This is an optimization exercise on Yosys and OpenROAD, whose aim is small area, not a production implementation.
Where RTL was checked, it was by simulation tests only, not by an equivalence proof against the original.
The flow treats the clock pin as an ideal source, which a real chip does not have.

==> trial 15 <==
## LYCALOBLOCK
module LYCALOBLOCK(
    input CLK,
    input [1023:0] DATA,
    input signed [31:0] LYCALOTHR,
    input [255:0] LYCALOMASK,
    output reg LYCALOTRG,
    output reg LYCALOORTRG,
    output reg signed [(25+4)-1:0] LYCALOQSUM
    );
  reg r1_0_0;
  reg r1_0_1;
  reg r1_1_0;
  reg r1_2_0;
  reg r1_3_0;
  reg r1_4_0;
  reg r1_4_1;
  reg r1_5_0;
  reg r1_5_1;
  reg r1_6_0;
  reg r1_6_1;
  reg r1_7_0;
  reg r1_7_1;
  reg r1_8_0;
  reg r1_8_1;
  reg r1_9_0;
  reg r1_9_1;
  reg r1_10_0;
  reg r1_10_1;
  reg r1_11_0;
  reg r1_11_1;
  reg r1_12_0;
  reg r1_12_1;
  reg r1_13_0;
  reg r1_13_1;
  reg r1_14_0;
  reg r1_14_1;
  reg r1_15_0;
  reg r1_15_1;
  reg r1_16_0;
  reg r1_16_1;
  reg r1_17_0;
  reg r1_17_1;
  reg r1_18_0;
  reg r1_18_1;
  reg r1_19_0;
  reg r1_19_1;
  reg r1_20_0;
  reg r1_20_1;
  reg r1_21_0;
  reg r1_21_1;
  reg r1_22_0;
  reg r1_22_1;
  reg r1_23_0;
  reg r1_23_1;
  reg r1_24_0;
  reg r1_24_1;
  reg r1_25_0;
  reg r1_25_1;
  reg r1_26_0;
  reg r1_26_1;
  reg r1_27_0;
  reg r1_27_1;
  reg r2_0_0;
  reg r2_1_0;
  reg r2_2_0;
  reg r2_3_0;
  reg r2_4_0;
  reg r2_5_0;
  reg r2_6_0;
  reg r2_7_0;
  reg r2_8_0;
  reg r2_9_0;
  reg r2_10_0;
  reg r2_10_1;
  reg r2_11_0;
  reg r2_12_0;
  reg r2_13_0;
  reg r2_14_0;
  reg r2_15_0;
  reg r2_16_0;
  reg r2_17_0;
  reg r2_18_0;
  reg r2_19_0;
  reg r2_19_1;
  reg r2_20_0;
  reg r2_21_0;
  reg r2_22_0;
  reg r2_23_0;
  reg r2_24_0;
  reg r2_25_0;
  reg r2_26_0;
  reg r2_27_0;
  reg r2_28_0;
  reg r3_0_0;
  reg r3_1_0;
  reg r3_2_0;
  reg r3_3_0;
  reg r3_4_0;
  reg r3_5_0;
  reg r3_6_0;
  reg r3_7_0;
  reg r3_8_0;
  reg r3_9_0;
  reg r3_10_0;
  reg r3_11_0;
  reg r3_12_0;
  reg r3_13_0;
  reg r3_14_0;
  reg r3_15_0;
  reg r3_16_0;
  reg r3_17_0;
  reg r3_18_0;
  reg r3_19_0;
  reg r3_20_0;
  reg r3_21_0;
  reg r3_21_1;
  reg r3_22_0;
  reg r3_23_0;
  reg r3_24_0;
  reg r3_25_0;
  reg r3_26_0;
  reg r3_27_0;
  reg r3_28_0;
  wire s1, c2;
  LYFA us1 (.a(DATA[0]), .b(DATA[64]), .c(DATA[128]), .s(s1), .co(c2));
  ...
clock: 4.5 ns
lec_check: 0
cap_margin: 20
core_area: 2 2 218 218
cts_buf_list: sky130_fd_sc_hd__clkbuf_8
die_area: 0 0 220 220
slew_margin: 20
synth_hierarchical: 1
synth_minimum_keep_size: 0
standard.sh (not shown) runs the stock make flow with config.mk's settings and CLKGATE_MAP_FILE= SYNTH_SCRIPT=/design/flow/synth_recipe.tcl, a recipe that flattens the netlist after the stock synthesis.
==> flow/flow/run.sh <==
#!/bin/bash
# Standard ORFS layout, with single-strength port buffers and pins one track apart.
set -o pipefail
bash standard.sh \
  "BUFFER_PORTS_ARGS=-buffer_cell sky130_fd_sc_hd__buf_1" \
  "PLACE_PINS_ARGS=-min_distance 1 -min_distance_in_tracks" \
  finish > standard.log 2>&1
==> inputs of trial 54, as changes to trial 15 <==
==> flow/flow/run.sh (replaced) <==
#!/bin/bash
# Standard ORFS layout, with single-strength port buffers, pins one track apart
# on met2/met4 (top and bottom edges) and met3 (left and right edges), and a
# clock tree without dummy loads.
set -o pipefail
bash standard.sh \
  "BUFFER_PORTS_ARGS=-buffer_cell sky130_fd_sc_hd__buf_1" \
  "IO_PLACER_V=met2 met4" \
  "PLACE_PINS_ARGS=-min_distance 1 -min_distance_in_tracks" \
  "CTS_ARGS=-sink_clustering_enable -repair_clock_nets -dont_use_dummy_load -buf_list sky130_fd_sc_hd__clkbuf_8" \
  finish > standard.log 2>&1
CORE_AREA = 2 2 168 168   (was 2 2 218 218)
CTS_BUF_LIST = not set   (was sky130_fd_sc_hd__clkbuf_8)
DIE_AREA = 0 0 170 170   (was 0 0 220 220)
==> results_dict.tcl <==
set metrics [dict create \
    dpl.cell_count 2073 \
    error "[ERROR GRT-0116] Global routing finished with congestion. Check the congestion regions in the DRC Viewer." \
    cts-buffers-inserted 17 \
    std_cell_rows 60 \
    use_met1_pct 49.73 \
    die_y_um 170 \
    overflow 68 \
    synth_edf_count 0 \
    track_usage_pct 51.40 \
    status "did not finish" \
    use_met3_pct 30.16 \
    stop_stage "global routing" \
    grt_pass1_vias 14910 \
    met2_usage_pct 77.41 \
    dp_hpwl_mm 61.53 \
    pre_cts_slack_ps 407.2 \
    gp_congestion 1.368 \
]
That was trial 54.
==> results_dict.tcl <==
set metrics [dict create \
    status "finished clean" \
    ys_seq_area_share_pct 23.62 \
    die_y_um 220 \
    cts_hold_buf 0 \
    overflow 0 \
    track_usage_pct 28.90 \
    synth_edf_count 0 \
    pre_cts_slack_ps 401.2 \
    met2_usage_pct 47.66 \
    dp_hpwl_mm 69.12 \
    use_met1_pct 31.09 \
    cts-buffers-inserted 17 \
    fmax_mhz 262.6 \
    dpl.cell_count 2340 \
    whs_endpoint "LYCALOQSUM[9]$_DFF_P_" \
    use_met3_pct 13.29 \
    grt_pass1_vias 12890 \
    drtAntennaViolNets 0 \
]
That was trial 15.

---

==> trial 97 <==
LYCALOBLOCK, a different RTL version from the one above (not shown whole).
==> flow/config.mk <==
export PLATFORM = sky130hd
export DESIGN_NAME = LYCALOBLOCK
export DESIGN_NICKNAME = LYCALOBLOCK
export VERILOG_FILES = /design/flow/design.v
export SDC_FILE = /design/flow/constraint.sdc
export NUM_CORES = 4
export LEC_CHECK = 0
export CAP_MARGIN = 20
export CORE_AREA = 2 2 218 218
export DIE_AREA = 0 0 220 220
export SLEW_MARGIN = 20
export SYNTH_HIERARCHICAL = 1
export SYNTH_MINIMUM_KEEP_SIZE = 0
==> flow/constraint.sdc <==
create_clock -name core_clock -period 4.5 [get_ports {CLK}]
set_input_delay 0.9000 -clock core_clock [delete_from_list [all_inputs] [get_ports {CLK}]]
set_output_delay 0.9000 -clock core_clock [all_outputs]
set_load 0.01 [all_outputs]
==> flow/flow/run.sh <==
#!/bin/bash
# Standard ORFS layout, with single-strength port buffers, pins one track apart
# (the clock pin alone in the middle of the left edge), and a clock tree
# without dummy loads.
set -o pipefail
bash standard.sh \
  "BUFFER_PORTS_ARGS=-buffer_cell sky130_fd_sc_hd__buf_1" \
  "PRE_IO_PLACEMENT_TCL=$PWD/flow/pre_io.tcl" \
  "PLACE_PINS_ARGS=-min_distance 1 -min_distance_in_tracks -exclude left:104.0-116.0" \
  "CTS_ARGS=-sink_clustering_enable -repair_clock_nets -dont_use_dummy_load -buf_list sky130_fd_sc_hd__clkbuf_8" \
  finish > standard.log 2>&1
==> flow/flow/pre_io.tcl <==
# Put the clock pin in the middle of the left edge; the other pins keep clear of it.
place_pin -pin_name CLK -layer met3 -location {0 110.0} -pin_size {0.8 0.3} -force_to_die_boundary
==> inputs of trial 53, as changes to trial 97 <==
--- a/flow/design.v
+++ b/flow/design.v
@@ -95,23 +95,23 @@
   reg r2_8_0;
   reg r2_9_0;
   reg r2_10_0;
   reg r2_11_0;
   reg r2_12_0;
+  reg r2_12_1;
   reg r2_13_0;
-  reg r2_13_1;
   reg r2_14_0;
   reg r2_15_0;
   reg r2_16_0;
   reg r2_17_0;
   reg r2_18_0;
   reg r2_19_0;
   reg r2_20_0;
   reg r2_21_0;
+  reg r2_21_1;
   reg r2_22_0;
   reg r2_23_0;
-  reg r2_23_1;
   reg r2_24_0;
   reg r2_25_0;
   reg r2_26_0;
   reg r2_27_0;
   reg r2_28_0;
@@ -138,13 +138,13 @@
   reg r3_20_0;
   reg r3_21_0;
   reg r3_22_0;
   reg r3_23_0;
   reg r3_24_0;
+  reg r3_24_1;
   reg r3_25_0;
   reg r3_26_0;
-  reg r3_26_1;
   reg r3_27_0;
   reg r3_28_0;
   wire s1, c2;
   LYFA us1 (.a(DATA[0]), .b(DATA[64]), .c(DATA[128]), .s(s1), .co(c2));
   wire s3, c4;
@@ -862,13 +862,13 @@
   wire s715, c716;
   LYFA us715 (.a(r1_10_0), .b(r1_10_1), .c(c714), .s(s715), .co(c716));
   wire s717, c718;
   LYFA us717 (.a(r1_11_0), .b(r1_11_1), .c(c716), .s(s717), .co(c718));
   wire s719, c720;
-  LYFA us719 (.a(r1_12_0), .b(r1_12_1), .c(c718), .s(s719), .co(c720));
+  LYHA us719 (.a(r1_12_0), .b(r1_12_1), .s(s719), .co(c720));
   wire s721, c722;
-  LYHA us721 (.a(r1_13_0), .b(r1_13_1), .s(s721), .co(c722));
+  LYFA us721 (.a(r1_13_0), .b(r1_13_1), .c(c720), .s(s721), .co(c722));
   wire s723, c724;
   LYFA us723 (.a(r1_14_0), .b(r1_14_1), .c(c722), .s(s723), .co(c724));
   wire s725, c726;
   LYFA us725 (.a(r1_15_0), .b(r1_15_1), .c(c724), .s(s725), .co(c726));
   wire s727, c728;
@@ -880,55 +880,57 @@
   wire s733, c734;
   LYFA us733 (.a(r1_19_0), .b(r1_19_1), .c(c732), .s(s733), .co(c734));
   wire s735, c736;
   LYFA us735 (.a(r1_20_0), .b(r1_20_1), .c(c734), .s(s735), .co(c736));
   wire s737, c738;
-  LYFA us737 (.a(r1_21_0), .b(r1_21_1), .c(c736), .s(s737), .co(c738));
+  LYHA us737 (.a(r1_21_0), .b(r1_21_1), .s(s737), .co(c738));
   wire s739, c740;
   LYFA us739 (.a(r1_22_0), .b(r1_22_1), .c(c738), .s(s739), .co(c740));
   wire s741, c742;
-  LYHA us741 (.a(r1_23_0), .b(r1_23_1), .s(s741), .co(c742));
+  LYFA us741 (.a(r1_23_0), .b(r1_23_1), .c(c740), .s(s741), .co(c742));
   wire s743, c744;
   LYFA us743 (.a(r1_24_0), .b(~r1_24_1), .c(c742), .s(s743), .co(c744));
   wire s745, c746;
   LYFA us745 (.a(~r1_25_0), .b(r1_25_1), .c(c744), .s(s745), .co(c746));
   wire s747, c748;
   LYFA us747 (.a(r1_26_0), .b(r1_26_1), .c(c746), .s(s747), .co(c748));
   wire s749, c750;
   LYFA us749 (.a(~r1_27_0), .b(r1_27_1), .c(c748), .s(s749), .co(c750));
   wire s751, c752;
-  LYHA us751 (.a(r2_13_0), .b(r2_13_1), .s(s751), .co(c752));
+  LYHA us751 (.a(r2_12_0), .b(r2_12_1), .s(s751), .co(c752));
   wire s753, c754;
-  LYHA us753 (.a(r2_14_0), .b(c752), .s(s753), .co(c754));
+  LYHA us753 (.a(r2_13_0), .b(c752), .s(s753), .co(c754));
   wire s755, c756;
-  LYHA us755 (.a(r2_15_0), .b(c754), .s(s755), .co(c756));
+  LYHA us755 (.a(r2_14_0), .b(c754), .s(s755), .co(c756));
   wire s757, c758;
-  LYHA us757 (.a(r2_16_0), .b(c756), .s(s757), .co(c758));
+  LYHA us757 (.a(r2_15_0), .b(c756), .s(s757), .co(c758));
   wire s759, c760;
-  LYHA us759 (.a(r2_17_0), .b(c758), .s(s759), .co(c760));
+  LYHA us759 (.a(r2_16_0), .b(c758), .s(s759), .co(c760));
   wire s761, c762;
-  LYHA us761 (.a(r2_18_0), .b(c760), .s(s761), .co(c762));
+  LYHA us761 (.a(r2_17_0), .b(c760), .s(s761), .co(c762));
   wire s763, c764;
-  LYHA us763 (.a(r2_19_0), .b(c762), .s(s763), .co(c764));
+  LYHA us763 (.a(r2_18_0), .b(c762), .s(s763), .co(c764));
   wire s765, c766;
-  LYHA us765 (.a(r2_20_0), .b(c764), .s(s765), .co(c766));
+  LYHA us765 (.a(r2_19_0), .b(c764), .s(s765), .co(c766));
   wire s767, c768;
-  LYHA us767 (.a(r2_21_0), .b(c766), .s(s767), .co(c768));
+  LYHA us767 (.a(r2_20_0), .b(c766), .s(s767), .co(c768));
   wire s769, c770;
-  LYHA us769 (.a(r2_22_0), .b(c768), .s(s769), .co(c770));
+  LYFA us769 (.a(r2_21_0), .b(r2_21_1), .c(c768), .s(s769), .co(c770));
   wire s771, c772;
-  LYFA us771 (.a(r2_23_0), .b(r2_23_1), .c(c770), .s(s771), .co(c772));
+  LYHA us771 (.a(r2_22_0), .b(c770), .s(s771), .co(c772));
   wire s773, c774;
-  LYHA us773 (.a(r2_24_0), .b(c772), .s(s773), .co(c774));
+  LYHA us773 (.a(r2_23_0), .b(c772), .s(s773), .co(c774));
   wire s775, c776;
-  LYHA us775 (.a(r2_25_0), .b(c774), .s(s775), .co(c776));
+  LYHA us775 (.a(r3_24_0), .b(r3_24_1), .s(s775), .co(c776));
   wire s777, c778;
-  LYHA us777 (.a(r3_26_0), .b(r3_26_1), .s(s777), .co(c778));
+  LYHA us777 (.a(r3_25_0), .b(c776), .s(s777), .co(c778));
   wire s779, c780;
-  LYHA us779 (.a(r3_27_0), .b(c778), .s(s779), .co(c780));
-  wire x781;
-  assign x781 = r3_28_0 ^ c780;
+  LYHA us779 (.a(r3_26_0), .b(c778), .s(s779), .co(c780));
+  wire s781, c782;
+  LYHA us781 (.a(r3_27_0), .b(c780), .s(s781), .co(c782));
+  wire x783;
+  assign x783 = r3_28_0 ^ c782;
   wire [255:0] DISCR;
   genvar g;
   generate
     for (g = 0; g < 16; g = g + 1) begin : discr
       assign DISCR[16*g +: 16] = DATA[64*g+29 +: 16];
@@ -1016,23 +1018,23 @@
     r2_8_0 <= s711;
     r2_9_0 <= s713;
     r2_10_0 <= s715;
     r2_11_0 <= s717;
     r2_12_0 <= s719;
+    r2_12_1 <= c718;
     r2_13_0 <= s721;
-    r2_13_1 <= c720;
     r2_14_0 <= s723;
     r2_15_0 <= s725;
     r2_16_0 <= s727;
     r2_17_0 <= s729;
     r2_18_0 <= s731;
     r2_19_0 <= s733;
     r2_20_0 <= s735;
     r2_21_0 <= s737;
+    r2_21_1 <= c736;
     r2_22_0 <= s739;
     r2_23_0 <= s741;
-    r2_23_1 <= c740;
     r2_24_0 <= s743;
     r2_25_0 <= s745;
     r2_26_0 <= s747;
     r2_27_0 <= s749;
     r2_28_0 <= c750;
@@ -1046,26 +1048,26 @@
     r3_7_0 <= r2_7_0;
     r3_8_0 <= r2_8_0;
     r3_9_0 <= r2_9_0;
     r3_10_0 <= r2_10_0;
     r3_11_0 <= r2_11_0;
-    r3_12_0 <= r2_12_0;
-    r3_13_0 <= s751;
-    r3_14_0 <= s753;
-    r3_15_0 <= s755;
-    r3_16_0 <= s757;
-    r3_17_0 <= s759;
-    r3_18_0 <= s761;
-    r3_19_0 <= s763;
-    r3_20_0 <= s765;
-    r3_21_0 <= s767;
-    r3_22_0 <= s769;
-    r3_23_0 <= s771;
-    r3_24_0 <= s773;
-    r3_25_0 <= s775;
+    r3_12_0 <= s751;
+    r3_13_0 <= s753;
+    r3_14_0 <= s755;
+    r3_15_0 <= s757;
+    r3_16_0 <= s759;
+    r3_17_0 <= s761;
+    r3_18_0 <= s763;
+    r3_19_0 <= s765;
+    r3_20_0 <= s767;
+    r3_21_0 <= s769;
+    r3_22_0 <= s771;
+    r3_23_0 <= s773;
+    r3_24_0 <= r2_24_0;
+    r3_24_1 <= c774;
+    r3_25_0 <= r2_25_0;
     r3_26_0 <= r2_26_0;
-    r3_26_1 <= c776;
     r3_27_0 <= r2_27_0;
     r3_28_0 <= r2_28_0;
     LYCALOQSUM[0] <= r3_0_0;
     LYCALOQSUM[1] <= r3_1_0;
     LYCALOQSUM[2] <= r3_2_0;
@@ -1088,15 +1090,15 @@
     LYCALOQSUM[19] <= r3_19_0;
     LYCALOQSUM[20] <= r3_20_0;
     LYCALOQSUM[21] <= r3_21_0;
     LYCALOQSUM[22] <= r3_22_0;
     LYCALOQSUM[23] <= r3_23_0;
-    LYCALOQSUM[24] <= r3_24_0;
-    LYCALOQSUM[25] <= r3_25_0;
-    LYCALOQSUM[26] <= s777;
-    LYCALOQSUM[27] <= s779;
-    LYCALOQSUM[28] <= ~x781;
+    LYCALOQSUM[24] <= s775;
+    LYCALOQSUM[25] <= s777;
+    LYCALOQSUM[26] <= s779;
+    LYCALOQSUM[27] <= s781;
+    LYCALOQSUM[28] <= ~x783;
     LYCALOTRG <= CC[32];
     LYCALOORTRG <= ~&ORN;
   end
 endmodule
 module LYFA(input a, input b, input c, output s, output co);
==> flow/flow/run.sh (replaced) <==
#!/bin/bash
# Standard ORFS layout, with single-strength port buffers, pins one track apart
# (the clock pin alone in the middle of the left edge), a clock tree without
# dummy loads, and clock buffers downsized where the clock slew allows.
set -o pipefail
bash standard.sh \
  "BUFFER_PORTS_ARGS=-buffer_cell sky130_fd_sc_hd__buf_1" \
  "PRE_IO_PLACEMENT_TCL=$PWD/flow/pre_io.tcl" \
  "PLACE_PINS_ARGS=-min_distance 1 -min_distance_in_tracks -exclude left:96.5-108.5" \
  "CTS_ARGS=-sink_clustering_enable -repair_clock_nets -dont_use_dummy_load -buf_list sky130_fd_sc_hd__clkbuf_8" \
  "POST_CTS_TCL=$PWD/flow/post_cts.tcl" \
  finish > standard.log 2>&1
==> flow/flow/post_cts.tcl (new file) <==
# Downsize clock buffers whose flip-flops keep a clock slew below 110 ps with
# the smaller buffer.
proc lyc_worst_sink_slew {inst} {
  set worst 0
  set out [get_nets -of_objects [get_pins -of_objects $inst -filter "direction==output"]]
  foreach p [get_pins -of_objects $out -filter "direction==input"] {
    set s [get_property $p slew_max]
    if {$s > $worst} { set worst $s }
  }
  return $worst
}
estimate_parasitics -placement
set lyc_n 0
foreach inst [get_cells -filter "ref_name == sky130_fd_sc_hd__clkbuf_8"] {
  replace_cell $inst sky130_fd_sc_hd__clkbuf_4
  estimate_parasitics -placement
  if {[lyc_worst_sink_slew $inst] > 0.110} {
    replace_cell $inst sky130_fd_sc_hd__clkbuf_8
    estimate_parasitics -placement
  } else {
    incr lyc_n
  }
}
puts "post_cts: downsized $lyc_n clock buffers"
detailed_placement
check_placement -verbose
estimate_parasitics -placement
==> flow/flow/pre_io.tcl (replaced) <==
# Put the clock pin in the middle of the left edge; the other pins keep clear of it.
place_pin -pin_name CLK -layer met3 -location {0 102.5} -pin_size {0.8 0.3} -force_to_die_boundary
- CORE_AREA: 2 2 218 218 -> 2 2 203 203
- DIE_AREA: 0 0 220 220 -> 0 0 205 205
==> impl_metrics.ini <==
[yosys]
synthTopCellsByArea = fa_1 (61%), dfxtp_1 (24%), a222oi_1 (7.0%)
syn-instance-count = 745
avgSynthCellArea_um2 = 16.4
synth_xor_area_share_pct = 0.0716
synthTopCellsByCount = fa_1 (370), dfxtp_1 (145), a222oi_1 (85), inv_1 (31), ha_1 (21)

[floorplanning]
rows = 73
die_width_um = 205
start_util_pct = 30.7

[status]
haltStage = global routing
first-error = [ERROR GRT-0116] Global routing finished with congestion. Check the congestion regions in the DRC Viewer.
status = did not finish

[global_routing]
overflow = 3
use_met1_pct = 35.8
track_usage_pct = 41.2
the above is filed under trial 53

==> impl_metrics.ini <==
[yosys]
synthTopCellsByArea = fa_1 (61%), dfxtp_1 (24%), a222oi_1 (7.0%)
avgSynthCellArea_um2 = 16.4
syn-instance-count = 744
yosysTopAreaCell = fa_1
synth_xor_area_share_pct = 0.0717

[floorplanning]
rows = 79
die_width_um = 220
die_area_um2 = 48400
start_util_pct = 26.4

[clock_tree]
cts_resized = 0
post_cts_buffers = 0

[global_routing]
use_met3_pct = 15.5
use_met1_pct = 30.1
track_usage_pct = 28.1
overflow = 0

[status]
status = complete, no violations

[timing]
skew_ps = 25.9
the above is filed under trial 97

The RTL of trial 97 was laid out without a check of its function.

[separate check: timing with driven ports]
The results above use ideal ports. As a check the final layouts listed here were re-extracted and re-timed, cells and wires unchanged. Step 1 (the two cells are an assumption about what drives the block):
set clk [get_ports {CLK}]
set_driving_cell -lib_cell sky130_fd_sc_hd__clkbuf_16 $clk
set_driving_cell -lib_cell sky130_fd_sc_hd__buf_2 [delete_from_list [all_inputs] $clk]
Step 2 adds t to the input delays and takes it off the output delays; t is the mean of the earliest and latest rising clock arrival at the registers after step 1. Input paths then give back, and output paths get back, about the clock's delay inside the block. Three values: ideal ports, drivers, drivers and shift; two values: the first two.
| run | shift t [ns] | slack for setup (ns) | worst setup path after step 2 | cell pins on the clock port's net |
|---|---|---|---|---|
| trial 15 | 0.475 | 0.692 / 0.692 / 0.406 | input to register | 1 |
| trial 97 | 0.469 | 0.285 / 0.285 / 0.139 | input to register | 1 |
After both steps setup and hold are still met in every run listed. The setup slack of trial 15, which loses most, moves by 0.000 ns with the drivers and by -0.286 ns with both steps.
